Source: an optimization exercise on an open RTL-to-GDS flow (aim: small area and a short achievable clock period). Production flows keep margins and buffers that such runs may drop. In this exercise RTL edits were held to simulation tests only and were not proved equivalent to the original. No activity file was given, so power comes from the tool's default toggle rates.

build 21:
==> flow/design.v <==
`timescale 1ns / 1ps
module fadd_align (a,b,sub,s_is_nan,s_is_inf,sign,temp_exp,
op_sub,large_frac23,small_win,small_sticky);
	input [31:0] a,b;
	input sub;
	output s_is_nan, s_is_inf, sign, op_sub;
	output [7:0] temp_exp;
	output [22:0] large_frac23;
	output [25:0] small_win;      
	output small_sticky;          
	wire [7:0] ea = a[30:23], eb = b[30:23];
	wire a_ff = &ea, b_ff = &eb;
	wire a_f0 = ~|a[22:0], b_f0 = ~|b[22:0];
	wire a_inf = a_ff & a_f0, b_inf = b_ff & b_f0;
	wire a_nan = a_ff & ~a_f0, b_nan = b_ff & ~b_f0;
	assign op_sub = sub ^ a[31] ^ b[31];
	assign s_is_inf = a_inf | b_inf;
	assign s_is_nan = a_nan | b_nan | (op_sub & a_inf & b_inf);
	wire pay_b = b[21:0] > a[21:0];
	wire exchange = (b[30:22] > a[30:22]) | (b[30:22] == a[30:22]) & pay_b;
	wire x = s_is_nan ? pay_b : exchange;
	wire [30:0] fp_large = x ? b[30:0] : a[30:0];
	wire [30:0] fp_small = x ? a[30:0] : b[30:0];
	assign sign = x ? sub ^ b[31] : a[31];
	assign temp_exp = s_is_nan ? 8'd1 : fp_large[30:23];
	assign large_frac23 = fp_large[22:0];
	wire [23:0] small24 = s_is_nan ? 24'h0 : {|fp_small[30:23], fp_small[22:0]};
	wire [7:0] fa = {ea[7:1], ea[0] | ~|ea};
	wire [7:0] fb = {eb[7:1], eb[0] | ~|eb};
	wire [8:0] d1 = {1'b0, fa} - {1'b0, fb};
	wire [7:0] d2 = fb - fa;
	wire [7:0] d = d1[8] ? d2 : d1[7:0];
	wire sat = |d[7:5] | d[4] & d[3] & (d[2] | d[1]);
	wire [49:0] y = {small24, 26'h0} >> d[4:0];
	assign small_win = sat ? 26'h0 : y[49:24];
	wire [23:0] below;
	genvar i;
	generate
		for (i = 0; i < 24; i = i + 1) begin : stk
			assign below[i] = d[4:0] > i + 2;
		end
	endgenerate
	assign small_sticky = sat ? |small24 : |(small24 & below);
endmodule
`timescale 1ns / 1ps
module reg_align_cal (a_rm,a_is_nan,a_is_inf,a_sign,a_exp,
a_op_sub,a_large_frac,a_small_win,a_small_sticky,clk,clrn,e,
c_rm,c_is_nan,c_is_inf,c_sign,c_exp,c_op_sub,c_large_frac,c_small_win,
c_small_sticky,c_valid);  
	input [25:0] a_small_win;
	input [22:0] a_large_frac;
	input [7:0] a_exp;
	input [1:0] a_rm;
	input a_is_nan, a_is_inf, a_sign, a_op_sub, a_small_sticky;
	input e;  
	input clk, clrn;  
	output reg [25:0] c_small_win;
	output reg [22:0] c_large_frac;
	output reg [7:0] c_exp;
	output reg [1:0] c_rm;
	output reg c_is_nan,c_is_inf,c_sign,c_op_sub,c_small_sticky;
	output reg c_valid;
	always @ (posedge clk or negedge clrn) begin
		if (!clrn) c_valid <= 0;
		else if (e) c_valid <= 1'b1;
	end
	always @ (posedge clk) begin
		if (e) begin
			c_rm <= a_rm;
			c_is_nan <= a_is_nan;
			c_is_inf <= a_is_inf;
			c_sign <= a_sign;
			c_exp <= a_exp;
			c_op_sub <= a_op_sub;
			c_large_frac <= a_large_frac;
			c_small_win <= a_small_win;
			c_small_sticky <= a_small_sticky;
		end
	end
endmodule
`timescale 1ns / 1ps
module fadd_cal (op_sub,temp_exp,large_frac23,small_win,
small_sticky,valid,frac,grs,exp0);
	input op_sub;
	input [7:0] temp_exp;
	input [22:0] large_frac23;
	input [25:0] small_win;
	input small_sticky;
	input valid;            
	output [23:0] frac;     
	output [1:0] grs;       
	output [7:0] exp0;      
	wire [26:0] small27 = {small_win, small_sticky};
	wire [27:0] large28 = {1'b0, |temp_exp, large_frac23, 3'b000};
	wire [28:0] sum29 = {large28, 1'b1} + {{1'b0, small27} ^ {28{op_sub}}, op_sub};
	wire [27:0] cal = sum29[28:1];
	wire [7:0] ee = {temp_exp[7:1], temp_exp[0] | ~|temp_exp};
	wire [27:0] marker = (ee <= 8'd27) ? (28'h8000000 >> ee) : 28'h0;
	wire [27:0] m = cal | marker;
	reg [4:0] lz;
	integer i;
	always @* begin
		lz = 5'd0;
		for (i = 0; i < 28; i = i + 1)
			if (m[i]) lz = 5'd27 - i;
	end
	wire [4:0] sh = valid ? lz : 5'd31;
	wire [27:0] nrm = cal << sh;
	assign frac = nrm[27:4];
	assign grs = {nrm[3], |nrm[2:1]};
	wire [7:0] e1 = temp_exp + 8'd1;
	wire [5:0] lo = {1'b0, e1[4:0]} - {1'b0, sh};
	wire [2:0] hi_m1 = e1[7:5] - 3'd1;
	assign exp0 = {lo[5] ? hi_m1 : e1[7:5], lo[4:0]};
endmodule
`timescale 1ns / 1ps
module reg_cal_norm (c_rm,c_is_nan,c_is_inf,c_sign,c_exp,c_frac,c_grs,c_valid,
clk,clrn,e,n_rm,n_is_nan,n_is_inf,n_sign,n_exp,n_frac,n_grs);  
	input [23:0] c_frac;
	input [1:0] c_grs;
	input [7:0] c_exp;
	input [1:0] c_rm;
	input c_is_nan, c_is_inf, c_sign, c_valid;
	input e;  
	input clk, clrn;  
	output reg [23:0] n_frac;
	output reg [1:0] n_grs;
	output reg [7:0] n_exp;
	output reg [1:0] n_rm;
	output reg n_is_nan,n_is_inf,n_sign;
	always @ (posedge clk or negedge clrn) begin
		if (!clrn) begin
			n_is_nan <= 0;
			n_is_inf <= 0;
			n_sign <= 0;
			n_frac <= 0;
			n_grs <= 0;
		end else if (e) begin
			n_is_nan <= c_is_nan & c_valid;
			n_is_inf <= c_is_inf & c_valid;
			n_sign <= c_sign & c_valid;
			n_frac <= c_frac;
			n_grs <= c_grs;
		end
	end
	always @ (posedge clk) begin
		if (e) begin
			n_rm <= c_rm;
			n_exp <= c_exp;
		end
	end
endmodule
`timescale 1ns / 1ps
module fadd_norm (rm,is_nan,is_inf,sign,exp0,frac,grs,s);
	input [1:0] rm;
	input is_nan, is_inf, sign;
	input [7:0] exp0;
	input [23:0] frac;
	input [1:0] grs;
	output [31:0] s;
	wire g = grs[1], st = grs[0];
	wire frac_plus_1 =
		~rm[1] & ~rm[0] & g & (st | frac[0]) |
		~rm[1] &  rm[0] & (g | st) & sign |
		 rm[1] & ~rm[0] & (g | st) & ~sign;
	wire [31:0] pa [0:5];
	assign pa[0] = {9'h0, frac[22:0]};
	genvar l, i;
	generate
		for (l = 0; l < 5; l = l + 1) begin : lv
			for (i = 0; i < 32; i = i + 1) begin : nd
				if ((i >> l) & 1) begin : c
					assign pa[l+1][i] = pa[l][i] & pa[l][((i >> l) << l) - 1];
				end else begin : p
					assign pa[l+1][i] = pa[l][i];
				end
			end
		end
	endgenerate
	wire [22:0] ones = pa[5][22:0];
	wire [22:0] fr_inc = frac[22:0] ^ ({ones[21:0], 1'b1} & {23{frac_plus_1}});
	wire carry = frac_plus_1 & ones[22];
	wire e_ff = &exp0;
	wire e_fe = &exp0[7:1] & ~exp0[0];
	wire [7:0] eo;   
	assign eo[0] = 1'b1;
	generate
		for (i = 1; i < 8; i = i + 1) begin : eon
			assign eo[i] = &exp0[i-1:0];
		end
	endgenerate
	wire [7:0] exp_inc = exp0 ^ (eo & {8{carry}});
	wire [7:0] exponent = frac[23] ? exp_inc : 8'h00;
	wire overflow = frac[23] & (e_ff | e_fe & carry);
	wire to_max = rm[1] & rm[0] | ~rm[1] & rm[0] & ~sign | rm[1] & ~rm[0] & sign;
	assign s = is_nan   ? {1'b1, 8'hff, 1'b1, fr_inc[21:0]} :
	           overflow ? (to_max ? {sign, 8'hfe, 23'h7fffff} : {sign, 8'hff, 23'h0}) :
	           is_inf   ? {sign, 8'hff, 23'h0} :
	                      {sign, exponent, fr_inc};
endmodule
`timescale 1ns / 1ps
module pipelined_fpadder (a,b,sub,rm,s,clk,clrn,e);  
	input clk, clrn;  
	input [31:0] a, b;  
	input [1:0] rm;  
	input sub;  
	input e;  
	output [31:0] s;  
	wire a_is_nan, a_is_inf, a_sign, a_op_sub, a_small_sticky;
	wire [7:0] a_exp;
	wire [22:0] a_large_frac;
	wire [25:0] a_small_win;
	fadd_align alignment (a,b,sub,a_is_nan,a_is_inf,a_sign,a_exp,a_op_sub,
	a_large_frac,a_small_win,a_small_sticky);
	wire c_is_nan, c_is_inf, c_sign, c_op_sub, c_small_sticky;
	wire [7:0] c_exp;
	wire c_valid;
	wire [1:0] c_rm;
	wire [22:0] c_large_frac;
	wire [25:0] c_small_win;
	reg_align_cal reg_ac (rm,a_is_nan,a_is_inf,a_sign,a_exp,a_op_sub,
	a_large_frac,a_small_win,a_small_sticky,clk,clrn,e,
	c_rm,c_is_nan,c_is_inf,c_sign,c_exp,c_op_sub,c_large_frac,c_small_win,
	c_small_sticky,c_valid);
	wire [23:0] c_frac;
	wire [1:0] c_grs;
	wire [7:0] c_exp0;
	fadd_cal calculation (c_op_sub,c_exp,c_large_frac,c_small_win,
	c_small_sticky,c_valid,c_frac,c_grs,c_exp0);
	wire [23:0] n_frac;
	wire [1:0] n_grs;
	wire [7:0] n_exp;
	wire [1:0] n_rm;
	wire n_is_nan, n_is_inf, n_sign;
	reg_cal_norm reg_cn (c_rm,c_is_nan,c_is_inf,c_sign,c_exp0,c_frac,c_grs,c_valid,
	clk,clrn,e,n_rm,n_is_nan,n_is_inf,n_sign,n_exp,n_frac,n_grs);
	fadd_norm normalization (n_rm,n_is_nan,n_is_inf,n_sign,n_exp,n_frac,n_grs,s);
endmodule
export LEC_CHECK = 0
export ABC_AREA = 1
export CAP_MARGIN = 20
export CORE_MARGIN = 2
export CORE_UTILIZATION = 60
export SETUP_SLACK_MARGIN = 4.5
export SLEW_MARGIN = 20
export SYNTH_HIERARCHICAL = 1
create_clock -name core_clock -period 10.0 [get_ports {clk}]
standard.sh (not shown) runs the stock make flow with config.mk's settings and CLKGATE_MAP_FILE= SYNTH_SCRIPT=/design/flow/synth_recipe.tcl, a recipe that flattens the netlist after the stock synthesis.
==> flow/flow/run.sh <==
#!/bin/bash
# The standard layout, with plain buffers on the ports in place of the
# delay cells buffer_ports picks by default. Every port still gets a buffer.
set -euo pipefail
export BUFFER_PORTS_ARGS="-buffer_cell sky130_fd_sc_hd__buf_2"
bash standard.sh finish > standard_make.log 2>&1
Build 21 was carried through to the last stage, and its layout satisfied the timing, DRC and antenna checks.
#### Input delta (build 93 over build 21)
- a deleted SETUP_SLACK_MARGIN that had been 4.5
- a change of CORE_UTILIZATION from 60 to 40
==> flow/flow/run.sh <==
#!/bin/bash
# The standard layout (standard.sh, its own synthesis script and
# registers), with two changes to how the layout is made:
# - plain buffers on the ports in place of the delay cells buffer_ports picks
#   by default (every port still gets its buffer);
# - no full/half adder cells in synthesis (ADDER_MAP_FILE empty), so abc maps
#   the arithmetic as plain logic and can restructure it;
# - timing repair aims at 5.5 ns of setup slack.
set -euo pipefail
export BUFFER_PORTS_ARGS="-buffer_cell sky130_fd_sc_hd__buf_2"
bash standard.sh ADDER_MAP_FILE= SETUP_SLACK_MARGIN=5.5 finish > standard_make.log 2>&1
==> comparison <==
- Looking at the reports, build 93 completed the entire flow and the layout it produced met the timing, DRC and antenna checks.
- In the tables for build 93 and build 21, met3 wire length reads higher with build 21.
- Summary of build 93 over build 21: number of cells on the worst reg-to-reg path now smaller; non-filler instance count after layout up 504; cell area up about 18%; total inserted antenna cells went down 1; headroom to the max-slew limit +6.3 points.
- The core utilization of build 93 falls short of that of build 21 by 15 points.
- For worst-skew pair later-pin latency, build 21 and build 93 come out practically identical.
- Diff build 21 -> build 93 | smallest setup slack after layout | increase of 830 ps
- Higher row count was reported by build 93, not build 21.
- Hold slack delta (build 93 -> build 21): insignificant
--- input diff build 93..build 22 ---
- SETUP_SLACK_MARGIN newly set to 4.5
==> flow/flow/run.sh <==
#!/bin/bash
# The standard layout, with plain buffers on the ports in place of the
# delay cells buffer_ports picks by default. Every port still gets a buffer.
set -euo pipefail
export BUFFER_PORTS_ARGS="-buffer_cell sky130_fd_sc_hd__buf_2"
bash standard.sh finish > standard_make.log 2>&1
--- outcome ---
- Between build 93 and build 22, detailed-route wire length per cell decreased.
- Number of cells on the worst reg-to-reg path in build 22 is 3 below build 93.
- NOTE height of the die build 93->build 22 decreased slightly
- In build 22, the share of the cycle needed by the critical path after routing came out 8.0 points above the value in build 93.
- Compare build 22 and build 93 | placer congestion estimate lower: build 93
- Build 22 vs. build 93: number of global-route vias before repair fell 553; post-synthesis compound-gate area fraction went up by 2.1 points; critical path depth lower; placed instance count now sits lower.
- Build 22 does worse than build 93 on least setup slack across all paths after layout.
- Power consumption came out lower on build 22 than on build 93.
## Diff of input files: build 44 against build 22
==> flow/flow/run.sh <==
#!/bin/bash
# The standard layout (standard.sh, its own synthesis script and
# registers), with two changes to how the layout is made:
# - plain buffers on the ports in place of the delay cells buffer_ports picks
#   by default (every port still gets its buffer);
# - no full/half adder cells in synthesis (ADDER_MAP_FILE empty), so abc maps
#   the arithmetic as plain logic and can restructure it.
set -euo pipefail
export BUFFER_PORTS_ARGS="-buffer_cell sky130_fd_sc_hd__buf_2"
bash standard.sh ADDER_MAP_FILE= finish > standard_make.log 2>&1
### Flow results
Compared with build 22, build 44 shows global-route wire length before repair that has gone up slightly.
Compared with build 22, number of multi-input combinational cells in the layout in build 44 increased by a little under 10%.
Per the comparison of build 44 with build 22, number of violations reported at the end of detailed-routing iteration 0 -242; final period utilization shows a reduction of 1.6 points.
Cell count after synthesis (build 44 over build 22): increase, 9.9%
Modified inputs, build 98 compared to build 44
- changing SETUP_SLACK_MARGIN from 4.5 to 5
==> notes.md <==
- As of build 98, final area had risen slightly compared to build 44.
- Build 98: no failed stages, no open violations at the end
- Number of cells on the worst reg-to-reg path | build 98 below build 44
- Cmp build 98 and build 44 / maximum clock frequency / lower: build 44
- Build 98 against build 44: time the final worst path needs with I/O delays and setup moved down; slack of the critical path now sits higher.
- Compared to build 44, the routing of build 98 uses more wire.

[separate check: timing with driven ports]
The results above use ideal ports. As a check the final layouts listed here were re-extracted and re-timed, cells and wires unchanged. Step 1 sets driving cells, clkbuf_16 on the clock port and buf_2 on the other inputs (assumed; they add their load-dependent delay and slew). Step 2 moves the port delays by t, midway between the first and last clock arrival at a register: inputs arrive t later, outputs are due t later. That takes back most of the time a late clock gives input paths. a / b / c = no drivers / after step 1 / after step 2; a / b = the first two.
| run | t (ns) | setup slack, ns | worst setup path after step 2 | pins driven straight from the clock port |
|---|---|---|---|---|
| build 21 | 0.414 | 4.732 / 4.756 / 4.341 | input to register | 1 |
| build 93 | 0.420 | 5.567 / 5.567 / 5.196 | input to register | 1 |
| build 22 | 0.409 | 4.764 / 4.791 / 4.381 | input to register | 1 |
| build 44 | 0.420 | 4.925 / 4.940 / 4.526 | input to register | 1 |
| build 98 | 0.415 | 5.229 / 5.258 / 4.842 | input to register | 1 |
After both steps every run listed still meets setup and hold. For build 44, which loses most, drivers alone change the setup slack by +0.015 ns; drivers and shift together by -0.399 ns.
